Background: an optimization exercise with open tools, aiming at a short achievable clock period and few clock cycles. Do not read the settings as production practice.
No run shown here included a check of the RTL's function; only the layout flow was run.
Power and IR drop assume default switching activity.

==> flow/design.v (outline; a module is shown in full before it is edited, if it fits) <==
// module vericlash_cpu: 274 lines
// module mul_st1: 1464 lines
// module mul_st2: 184 lines
module vericlash_cpu (
    input  wire        clk,
    input  wire        rst,
    output wire [9:0]  imem_addr,
    input  wire [31:0] imem_rdata,
    output wire [9:0]  dmem_addr,
    output wire [31:0] dmem_wdata,
    output wire        dmem_we,
    input  wire [31:0] dmem_rdata,
    output wire        halted
);
  // ...
==> flow/flow/run.sh <==
#!/bin/bash
set -euo pipefail
cd "$(dirname "$0")/.."
MARGIN=${MARGIN:-9}
bash standard.sh synth > synth.log 2>&1
bash standard.sh SETUP_SLACK_MARGIN=$MARGIN finish > layout.log 2>&1
==> flow/standard.sh <==
#!/bin/bash
# synth_recipe.tcl (not shown) runs the flow's synth.tcl, then flattens the netlist and writes it again
# the make line also repeats each setting of config.mk as NAME=value (left out here)
make -C /OpenROAD-flow-scripts/flow DESIGN_CONFIG=/design/flow/config.mk WORK_HOME=/design/flow/orfs CLKGATE_MAP_FILE= SYNTH_SCRIPT=/design/flow/synth_recipe.tcl "${@:-finish}"
==> flow/config.mk <==
export PLATFORM = sky130hd
export DESIGN_NAME = vericlash_cpu
export DESIGN_NICKNAME = vericlash_cpu
export VERILOG_FILES = /design/flow/design.v
export SDC_FILE = /design/flow/constraint.sdc
export NUM_CORES = 4
export LEC_CHECK = 0
export ABC_CLOCK_PERIOD_IN_PS = 2500
export CAP_MARGIN = 20
export CORE_MARGIN = 2
export CORE_UTILIZATION = 40
export PLACE_DENSITY = 0.6
export SLEW_MARGIN = 20
==> flow/constraint.sdc <==
create_clock -name core_clock -period 12.0 [get_ports {clk}]
set_input_delay 2.4000 -clock core_clock [delete_from_list [all_inputs] [get_ports {clk}]]
set_output_delay 2.4000 -clock core_clock [all_outputs]
set_load 0.01 [all_outputs]
==> summary.txt, run 1 <==
crit path DAT between 5 and 6 ns; crit path max fanout 12; combinational fraction of design power 45.3%; core area 172,000 sq um; IO Count between 100 and 150; slowest stage cell, crit path mux4_2; reg2reg setup slack 6.68 ns; multiplexer share of the synthesized area ~16%; Top pwr grp combinational logic; start of the worst register-to-register path d_ir[17]; largest net degree at the start of global routing 110; grt met1 use between 40% and 50%; IO buf count 119; CTS buffer count 112; Synth Area in XOR/XNOR between 2 and 3%; commonest non-fill, non-tap cell in the layout nand2_1; DRT met1 WL ~110,000 um; top cells by count, synth 1,392 x nand2_1, 890 x dfxtp_1, 783 x a21oi_1, 532 x inv_1, 514 x clkbuf_1; post-route cell area approximately 90,000 sq um; clock network power approximately 0.0037 W; Fill cells approximately 15,000; Mean Syn Cell Area between 9 and 10 sq um; post-synthesis sequential area ratio a little over 30%; clk sinks ~1,000; Setup CP Type reg2reg; Top Usage Layer GRT met2; period utilisation layout between 40% and 50%; status timing/DRC/antenna clean; hold_ws roughly 0.36 ns; FFs w/ async S/R, synth 0%; hold depth 0; crit end category flop; largest family of logic cells by synthesized area multiplexers; total global-route track usage 34.2%
==> module vericlash_cpu, before the edit <==
module vericlash_cpu (
    input  wire        clk,
    input  wire        rst,
    output wire [9:0]  imem_addr,
    input  wire [31:0] imem_rdata,
    output wire [9:0]  dmem_addr,
    output wire [31:0] dmem_wdata,
    output wire        dmem_we,
    input  wire [31:0] dmem_rdata,
    output wire        halted
);
    localparam OP_HLT = 4'h0, OP_MOV = 4'h1, OP_MVI = 4'h2, OP_LOD = 4'h3,
               OP_STR = 4'h4, OP_ADD = 4'h5, OP_SUB = 4'h6, OP_MUL = 4'h7,
               OP_AND = 4'h8, OP_ORR = 4'h9, OP_NOT = 4'ha, OP_LES = 4'hb,
               OP_GTR = 4'hc, OP_JEZ = 4'hd, OP_JNZ = 4'he, OP_JMP = 4'hf;
    localparam N1 = 122;
    reg  [9:0]   pc;             
    reg          hlt_seen;       
    reg          d_valid;
    reg  [31:0]  d_ir;
    reg  [9:0]   d_pcp1;
    reg          d_pred;         
    reg          e_valid;
    reg  [3:0]   e_op;
    reg  [3:0]   e_rd;
    reg          e_wr, e_late, e_mul, e_lod, e_br;
    reg  [15:0]  e_imm;
    reg  [9:0]   e_pcp1;
    reg  [31:0]  e_a, e_b, e_d;      
    reg  [31:0]  e_ma, e_mb;         
    reg  [9:0]   e_addr;             
    reg          e_we;               
    reg          m_valid, m_wr, m_mul;
    reg  [3:0]   m_rd;
    reg  [31:0]  em_res;
    reg  [N1-1:0] m_mp;
    reg          w_valid, w_wr;
    reg  [3:0]   w_rd;
    reg  [31:0]  mw_res;
    reg  [511:0] regs;           
    reg  [15:0]  zf;             
    reg          halted_q;
    reg  [31:0]  result;          
    wire [31:0]  mul_final;       
    wire [31:0]  e_value;         
    reg          e_fz, e_fz_ok;   
    wire [31:0] w_value   = mw_res;
    wire        w_we      = w_valid & w_wr;
    wire        w_zero    = (mw_res == 32'd0);
    wire [3:0]  d_op = d_ir[31:28];
    wire [3:0]  d_rd = d_ir[27:24];
    wire [3:0]  d_ra = d_ir[23:20];
    wire [3:0]  d_rb = d_ir[19:16];
    reg d_uses_a, d_uses_b, d_uses_d, d_wr;
    always @(*) begin
        d_uses_a = 1'b0; d_uses_b = 1'b0; d_uses_d = 1'b0; d_wr = 1'b0;
        case (d_op)
            OP_MOV, OP_NOT: begin d_uses_a = 1'b1; d_wr = 1'b1; end
            OP_MVI:         d_wr = 1'b1;
            OP_LOD:         begin d_uses_a = 1'b1; d_wr = 1'b1; end
            OP_STR:         begin d_uses_a = 1'b1; d_uses_d = 1'b1; end
            OP_ADD, OP_SUB, OP_MUL, OP_AND, OP_ORR, OP_LES, OP_GTR:
                            begin d_uses_a = 1'b1; d_uses_b = 1'b1; d_wr = 1'b1; end
            OP_JEZ, OP_JNZ: d_uses_d = 1'b1;
            default: ;
        endcase
    end
    wire d_hlt = (d_op == OP_HLT);
    wire d_br  = (d_op == OP_JEZ) | (d_op == OP_JNZ);
    wire d_mul = (d_op == OP_MUL);
    wire d_lod = (d_op == OP_LOD);
    wire d_str = (d_op == OP_STR);
    wire a_hitE = e_valid & e_wr & (e_rd == d_ra);
    wire a_hitM = m_valid & m_wr & (m_rd == d_ra);
    wire a_hitW = w_we & (w_rd == d_ra);
    wire b_hitE = e_valid & e_wr & (e_rd == d_rb);
    wire b_hitM = m_valid & m_wr & (m_rd == d_rb);
    wire b_hitW = w_we & (w_rd == d_rb);
    wire x_hitE = e_valid & e_wr & (e_rd == d_rd);
    wire x_hitM = m_valid & m_wr & (m_rd == d_rd);
    wire x_hitW = w_we & (w_rd == d_rd);
    wire a_stall = a_hitE ? (e_late | d_lod | d_str) : (a_hitM & m_mul & (d_lod | d_str));
    wire b_stall = b_hitE & e_late;
    wire x_stall = x_hitE & e_late;
    wire stall = d_valid & ((d_uses_a & a_stall) | (d_uses_b & b_stall) | (d_uses_d & x_stall));
    wire [31:0] rf_a = regs[d_ra*32 +: 32];
    wire [31:0] rf_b = regs[d_rb*32 +: 32];
    wire [31:0] rf_d = regs[d_rd*32 +: 32];
    wire [31:0] d_a1 = a_hitM ? em_res : a_hitW ? w_value : rf_a;
    wire [31:0] d_b1 = b_hitM ? em_res : b_hitW ? w_value : rf_b;
    wire [31:0] d_a0 = (a_hitM & m_mul) ? mul_final : d_a1;
    wire [31:0] d_b0 = (b_hitM & m_mul) ? mul_final : d_b1;
    wire [31:0] d_d0 = (x_hitM & m_mul) ? mul_final : x_hitM ? em_res : x_hitW ? w_value : rf_d;
    wire [31:0] d_a  = a_hitE ? e_value : d_a0;
    wire [31:0] d_b  = b_hitE ? e_value : d_b0;
    wire [31:0] d_d  = x_hitE ? e_value : d_d0;
    wire [9:0]  d_addr = d_a1[9:0] + d_ir[9:0];
    wire em_zero    = (em_res == 32'd0);
    wire d_br_known = x_hitE ? e_fz_ok : x_hitM ? ~m_mul : 1'b1;
    wire d_zero     = x_hitE ? e_fz : x_hitM ? em_zero : x_hitW ? w_zero : zf[d_rd];
    wire d_taken    = (d_op == OP_JEZ) ? d_zero : ~d_zero;
    reg d_fz, d_fz_ok;
    always @(*) begin
        d_fz_ok = d_valid & ~(d_uses_a & (a_hitE | (a_hitM & m_mul)))
                          & ~(d_uses_b & (b_hitE | (b_hitM & m_mul)));
        case (d_op)
            OP_MOV: d_fz = (d_a1 == 32'd0);
            OP_MVI: d_fz = (d_ir[15:0] == 16'd0);
            OP_ADD: d_fz = ((d_a1 ^ d_b1) == {d_a1[30:0] | d_b1[30:0], 1'b0});
            OP_SUB: d_fz = (d_a1 == d_b1);
            OP_AND: d_fz = ((d_a1 & d_b1) == 32'd0);
            OP_ORR: d_fz = ((d_a1 | d_b1) == 32'd0);
            OP_NOT: d_fz = (d_a1 != 32'd0);
            default: begin d_fz = 1'b0; d_fz_ok = 1'b0; end
        endcase
    end
    wire [31:0] a = e_a;
    wire [31:0] b = e_b;
    wire [31:0] d = e_d;
    wire [31:0] imm = {{16{e_imm[15]}}, e_imm};
    assign e_value = e_lod ? dmem_rdata : result;
    always @(*) begin
        case (e_op)
            OP_MOV: result = a;
            OP_MVI: result = imm;
            OP_ADD: result = a + b;
            OP_SUB: result = a - b;
            OP_AND: result = a & b;
            OP_ORR: result = a | b;
            OP_NOT: result = {31'd0, a == 32'd0};
            OP_LES: result = {31'd0, $signed(a) < $signed(b)};
            OP_GTR: result = {31'd0, $signed(a) > $signed(b)};
            default: result = 32'd0;
        endcase
    end
    always @(*) begin
        e_fz_ok = 1'b1;
        case (e_op)
            OP_MOV: e_fz = (a == 32'd0);
            OP_MVI: e_fz = (e_imm == 16'd0);
            OP_ADD: e_fz = ((a ^ b) == {a[30:0] | b[30:0], 1'b0});
            OP_SUB: e_fz = (a == b);
            OP_AND: e_fz = ((a & b) == 32'd0);
            OP_ORR: e_fz = ((a | b) == 32'd0);
            OP_NOT: e_fz = (a != 32'd0);
            default: begin e_fz = 1'b0; e_fz_ok = 1'b0; end
        endcase
    end
    wire e_zero  = (d == 32'd0);
    wire e_taken = (e_op == OP_JEZ) ? e_zero : ~e_zero;
    reg  e_pred;
    wire e_redirect = e_valid & e_br & (e_taken != e_pred);
    wire [9:0] e_target = e_taken ? e_imm[9:0] : e_pcp1;
    wire d_redirect = d_valid & d_br & d_br_known & (d_taken != d_pred) & ~e_redirect;
    wire [9:0] d_target = d_taken ? d_ir[9:0] : d_pcp1;
    wire [N1-1:0] mp1;
    mul_st1 u_mul1 (.a(e_ma), .b(e_mb), .o(mp1));
    wire [31:0] ms2, mc2;
    mul_st2 u_mul2 (.p(m_mp), .s(ms2), .c(mc2));
    assign mul_final = ms2 + mc2;
    wire d_hold = stall | (d_valid & d_hlt) | hlt_seen;
    wire [3:0] f_op = imem_rdata[31:28];
    wire [3:0] f_rd = imem_rdata[27:24];
    wire f_pD = d_valid & d_wr & (d_rd == f_rd);
    wire f_pE = e_valid & e_wr & (e_rd == f_rd);
    wire f_pM = m_valid & m_wr & (m_rd == f_rd);
    wire f_pW = w_we & (w_rd == f_rd);
    wire f_known = f_pD ? d_fz_ok : f_pE ? e_fz_ok : f_pM ? ~m_mul : 1'b1;
    wire f_zero  = f_pD ? d_fz : f_pE ? e_fz : f_pM ? em_zero : f_pW ? w_zero : zf[f_rd];
    wire f_jnz_t = f_known ? ~f_zero : 1'b1;
    wire f_jez_t = f_known ? f_zero : 1'b0;
    wire f_take  = (f_op == OP_JMP) | ((f_op == OP_JNZ) & f_jnz_t) | ((f_op == OP_JEZ) & f_jez_t);
    wire [9:0] pc_p1 = pc + 10'd1;
    always @(posedge clk) begin
        if (rst)
            pc <= 10'd0;
        else if (e_redirect)
            pc <= e_target;
        else if (d_redirect)
            pc <= d_target;
        else if (!d_hold)
            pc <= f_take ? imem_rdata[9:0] : pc_p1;
    end
    always @(posedge clk) begin
        if (rst) begin
            d_valid  <= 1'b0;
            hlt_seen <= 1'b0;
        end else begin
            if (e_redirect | d_redirect)
                d_valid <= 1'b0;
            else if (!stall)
                d_valid <= ~((d_valid & d_hlt) | hlt_seen);
            if (d_valid & d_hlt & ~e_redirect)
                hlt_seen <= 1'b1;
        end
        if (!stall) begin
            d_ir   <= imem_rdata;
            d_pcp1 <= pc_p1;
            d_pred <= f_take;
        end
    end
    always @(posedge clk) begin
        if (rst) begin
            e_valid <= 1'b0;
            e_we    <= 1'b0;
        end else begin
            e_valid <= d_valid & ~stall & ~e_redirect;
            e_we    <= d_valid & d_str & ~stall & ~e_redirect;
        end
        e_op   <= d_op;
        e_rd   <= d_rd;
        e_wr   <= d_wr;
        e_late <= d_mul;
        e_mul  <= d_mul;
        e_lod  <= d_lod;
        e_br   <= d_br & ~d_br_known;
        e_imm  <= d_ir[15:0];
        e_pcp1 <= d_pcp1;
        e_pred <= d_pred;
        e_a    <= d_a;
        e_b    <= d_b;
        e_d    <= d_d;
        if (d_mul) begin
            e_ma <= d_a;
            e_mb <= d_b;
        end
        e_addr <= d_addr;
    end
    always @(posedge clk) begin
        if (rst)
            m_valid <= 1'b0;
        else
            m_valid <= e_valid;
        m_wr    <= e_wr;
        m_mul   <= e_mul;
        m_rd    <= e_rd;
        em_res  <= e_value;
        m_mp    <= mp1;
    end
    always @(posedge clk) begin
        if (rst)
            w_valid <= 1'b0;
        else
            w_valid <= m_valid;
        w_wr   <= m_wr;
        w_rd   <= m_rd;
        mw_res <= m_mul ? mul_final : em_res;
    end
    genvar g;
    generate
        for (g = 0; g < 16; g = g + 1) begin : rf
            always @(posedge clk) begin
                if (rst) begin
                    regs[g*32 +: 32] <= 32'd0;
                    zf[g] <= 1'b1;
                end else if (w_we && w_rd == g) begin
                    regs[g*32 +: 32] <= w_value;
                    zf[g] <= w_zero;
                end
            end
        end
    endgenerate
    always @(posedge clk) begin
        if (rst)
            halted_q <= 1'b0;
        else if (d_valid & d_hlt & ~e_redirect)
            halted_q <= 1'b1;
    end
    assign imem_addr  = pc;
    assign dmem_addr  = e_addr;
    assign dmem_wdata = e_d;
    assign dmem_we    = e_we;
    assign halted     = halted_q;
endmodule
==> run 2: changes to the inputs <==
--- a/flow/design.v
+++ b/flow/design.v
@@ -101,16 +101,11 @@
     wire d_taken    = (d_op == OP_JEZ) ? d_zero : ~d_zero;
     reg d_fz, d_fz_ok;
     always @(*) begin
-        d_fz_ok = d_valid & ~(d_uses_a & (a_hitE | (a_hitM & m_mul)))
-                          & ~(d_uses_b & (b_hitE | (b_hitM & m_mul)));
+        d_fz_ok = d_valid & ~a_hitE & ~a_hitM & ~a_hitW & ~b_hitE & ~b_hitM & ~b_hitW;
         case (d_op)
-            OP_MOV: d_fz = (d_a1 == 32'd0);
-            OP_MVI: d_fz = (d_ir[15:0] == 16'd0);
-            OP_ADD: d_fz = ((d_a1 ^ d_b1) == {d_a1[30:0] | d_b1[30:0], 1'b0});
-            OP_SUB: d_fz = (d_a1 == d_b1);
-            OP_AND: d_fz = ((d_a1 & d_b1) == 32'd0);
-            OP_ORR: d_fz = ((d_a1 | d_b1) == 32'd0);
-            OP_NOT: d_fz = (d_a1 != 32'd0);
+            OP_MVI: begin d_fz = (d_ir[15:0] == 16'd0); d_fz_ok = d_valid; end
+            OP_ADD: d_fz = ((rf_a ^ rf_b) == {rf_a[30:0] | rf_b[30:0], 1'b0});
+            OP_SUB: d_fz = (rf_a == rf_b);
             default: begin d_fz = 1'b0; d_fz_ok = 1'b0; end
         endcase
     end
--- a/flow/config.mk
+++ b/flow/config.mk
@@ -8,6 +8,8 @@
 export ABC_CLOCK_PERIOD_IN_PS = 2500
 export CAP_MARGIN = 20
 export CORE_MARGIN = 2
-export CORE_UTILIZATION = 40
-export PLACE_DENSITY = 0.6
+export CORE_UTILIZATION = 50
+export CTS_CLUSTER_DIAMETER = 120
+export CTS_CLUSTER_SIZE = 20
+export PLACE_DENSITY = 0.65
 export SLEW_MARGIN = 20
==> summary.txt, run 2 <==
crit path DAT 5.35 ns (was 5.96 ns); first-pass GRT wire length 410,000 um (was 439,000 um); P&R area growth vs syn 22.3% (was 30.8%); most area-hungry cell type in the Yosys netlist dfxtp_1 (unchanged); Die H 374 um (was 420 um); routed wire length 289,000 um (was 311,000 um); # hold bufs at CTS 0 (unchanged); register bit total from synthesis 997 (unchanged); VDD IR max 180 uV (was 435 uV); Vias per Instance 6.67 (was 6.23); initial antenna violation count 15 (was 10); Pwr Total 0.00967 W (was 0.0138 W); post-synth cell types 100 (was 82); Setup CP Type reg2reg (unchanged); Area contributors post-synth dfxtp_1 26%, mux4_2 16%, fa_1 12% (was dfxtp_1 26%, mux4_2 15%, fa_1 12%); worst path cell trace buf_12, buf_12, buf_16, buf_12, mux4_2, mux4_2, inv_2, ha_4, xnor2_4, nor4_2, nand4_1, nor4_2, nand3_1, nand3_4, o211ai_4, mux2_4, mux2_4, a21oi_4, a211oi_2 (was buf_4, buf_6, buf_16, bufbuf_16, mux4_2, mux4_2, mux2i_2, a21oi_2, inv_2, ha_4, nor4_4, nand4_1, nor4_2, a41oi_2, o311ai_2, a31oi_2, o211ai_2, o21ai_2, mux2i_2, buf_6, mux2_4, a221oi_2, a2111oi_2); CTS max path bufs 3 (unchanged); die area 140,000 sq um (was 177,000 sq um); Overflow after GRT 0 (unchanged); worst path required time 12.57 ns (was 12.64 ns); Fill cells 10,859 (was 14,874); Post-Place Cells 8,571 (was 9,323); largest net degree at the start of global routing 121 (was 110); top flop regs regs: 512 flops, m_mp: 122 flops (unchanged); DIE WIDTH 374 um (was 420 um); pwr/cell area 115 nW/um^2 (was 152 nW/um^2); top cells by count, synth 1,378 x nand2_1, 890 x dfxtp_1, 690 x a21oi_1, 524 x inv_1, 489 x mux4_2 (was 1,392 x nand2_1, 890 x dfxtp_1, 783 x a21oi_1, 532 x inv_1, 514 x clkbuf_1); RSZ-0062 raised after global routing yes (unchanged); drt initial violations 9,068 (was 8,476); CTS buffer count 57 (was 112); Initial Utilization 50.5% (was 40.3%); final core utilization 61.7% (was 52.8%); Worst Skew 0.0795 ns (was 0.0933 ns); syn_nets 7,788 (was 8,079); Largest register FFs 512 (unchanged); worst-skew pair later-pin latency 0.77 ns (was 0.82 ns); Final min period 4.79 ns (was 5.32 ns); Largest Register regs (unchanged); antenna-violating nets left 0 (unchanged); Mean Syn Cell Area 9.63 sq um (was 9.41 sq um); Final setup viols 0 (unchanged); htree depth 2 (was 3); final non-filler cell total 9,141 (was 10,156); Clk pin slew, worst setup/hold paths 0.10 ns (was 0.06 ns); slowest stage cell, crit path mux4_2 (unchanged); IO Count 120 (unchanged); period utilisation layout 39.9% (was 44.3%); hold_ws 0.342 ns (was 0.360 ns); Fmax achieved 209 MHz (was 188 MHz); Pleak 31.8 nW (was 34.0 nW); CP Launch Type flop (unchanged); setup_tns 0 ns (unchanged); CP top delay family multiplexers (unchanged); Critical path buffers and inverters 5 (was 6); CTS tree built (unchanged); num rows 135 (was 152); commonest non-fill, non-tap cell in the layout nand2_1 (unchanged); cell area after synthesis 68,500 sq um (was 69,300 sq um); post-synthesis sequential area ratio 30.7% (was 30.3%); CP dominant cell by count buf_12; root buf cell clkbuf_16 (unchanged); most frequent cells in the layout 1,339 x nand2_1, 771 x dfxtp_1, 639 x a21oi_1 (was 1,323 x nand2_1, 805 x dfxtp_1, 622 x a21oi_1); CP peak stage delay 0.52 ns (was 0.50 ns); IO buf count 119 (unchanged); relative slew slack 16.6% (was 17.2%); DRC viols 0 (unchanged); Post-Synthesis Cells 7,114 (was 7,372); status timing/DRC/antenna clean (unchanged); Layout Nets 7,999 (was 8,450); Post-synth EDFFs 107 (unchanged); share of layout cells above drive strength 1 29.2% (was 31.7%); HP Class reg2reg (unchanged); top-area cell type share of the netlist area 26.0% (was 25.7%); FFs w/ async S/R, synth 0% (unchanged); routed length per instance 31.7 um (was 30.6 um); vias in the first global route 58,815 (was 62,286); Syn. warnings 1 (unchanged); worst slew pin tran 1.24 ns (about the same); DR pass1 iterations 8 (unchanged); crit path max fanout 7 (was 12); Max Slew Vio Count 0 (unchanged); crit end category flop (unchanged); vias 60,997 (was 63,300); most frequent cell after synthesis nand2_1 (unchanged); clk sinks 997 (unchanged); Max Cap Viol 0 (unchanged); dpl hpwl 178,000 um (was 186,000 um); Synth Flop Type dfxtp_1 (unchanged); Placer Congestion 1.03 (was 0.974); Fin. Hold Viols 0 (unchanged); total global-route track usage 39.9% (was 34.2%); core area 136,000 sq um (was 172,000 sq um)
==> run 2: final cells by class <==
cell class	count	area (sq um)	share of cell area (%)
diodes	8	20.0	0.0239
clock buffers	79	1520	1.81
clock inverters	7	113	0.134
inverters	524	1980	2.36
multi-input cells	5036	48400	57.7
flip-flops and latches	997	21300	25.4
well taps	1781	2230	2.66
repair buffers	709	8250	9.84
==> run 2: final timing paths <==
path | slack [ns] | from | end | depth (start not counted)
max reg2reg | 7.21 | d_ir[16] | pc[5] | 19
min reg2reg | 0.34 | d_wr | e_wr | 0
max | 7.21 | d_ir[16] | pc[5] | 19
min | 0.34 | d_wr | e_wr | 0
==> run 2: report_power, final <==
part	total (W)	switching (W)	internal, W
clock network	0.00216	0.00125	0.000912
logic	0.00376	0.00218	0.00158
registers	0.00375	0.000252	0.00350
total	0.00967	0.00368	0.00599
==> run 2: kinds of logic after synthesis <==
group | Yosys count | synth area share [%]
flops | 997 | 30.7
compound gates | 1256 | 10.9
buf+inv | 1088 | 6.07
mux | 645 | 18.5
fa+ha+maj | 608 | 15.6
simple gates | 2289 | 15.3
xor+xnor | 231 | 2.99
==> run 2: through the flow <==
stage	instance area (sq um)	setup WS [ns]
2_1_floorplan	69800	7.03
4_1_cts	80800	7.35
3_3_place_gp	71600	6.06
3_5_place_dp	71600	5.97
6_report	83800	7.21
5_1_grt	83800	7.14
==> run 2: timing repair <==
item / CTS / global route
setup buffers: 298 / 121
pin swaps: 193 / 249
resized for setup: 1170 / 435
endpoints found under the setup margin: 836 / 480
gates cloned: 50 / 7
==> run 2: worst reg2reg max path: cells and delay by family, from the launching register on <==
family | cells | cell delay [ns]
AOI/OAI and AO/OA | 3 | 0.36
buffers and inverters | 5 | 0.69
and+or+nand+nor | 5 | 0.99
xor gates and xnor gates | 1 | 0.14
adders and majority gates | 1 | 0.21
muxes | 4 | 1.76
DFF | 1 | 0.41
==> run 2: metal layers <==
metal / wire, um / GRT usage, %
met5: 80 / 0
met4: 24800 / 26.6
met3: 38100 / 11.3
met2: 125000 / 59.9
met1: 101000 / 50.4

==> afterwards: timing with drivers on the ports <==
No port has a modelled driver above. Below, the same layouts with a new extraction and two added sets of constraints. Step 1 assumes that a clkbuf_16 drives the clock port and a buf_2 every other input. Step 2, shift: input delay + t, output delay - t, t = (earliest + latest rising clock arrival at the registers) / 2. This alone moves slack from input paths to output paths. a / b / c = no drivers / after step 1 / after step 2; a / b = the first two.
run | shift t [ns] | slack for setup (ns) | worst hold slack (ns) | worst data-port slew with drivers (ns) | pins driven straight from the clock port
run 1 | 0.848 | 6.680 / 6.680 / 6.051 | 0.360 / 0.360 / 0.360 | 0.08 | 1
run 2 | 0.814 | 7.212 / 7.212 / 6.611 | 0.342 / 0.342 / 0.342 | 0.08 | 1
After both steps every run listed still meets setup and hold. For run 1, which loses most, drivers alone change the setup slack by 0.000 ns; drivers and shift together by -0.629 ns.
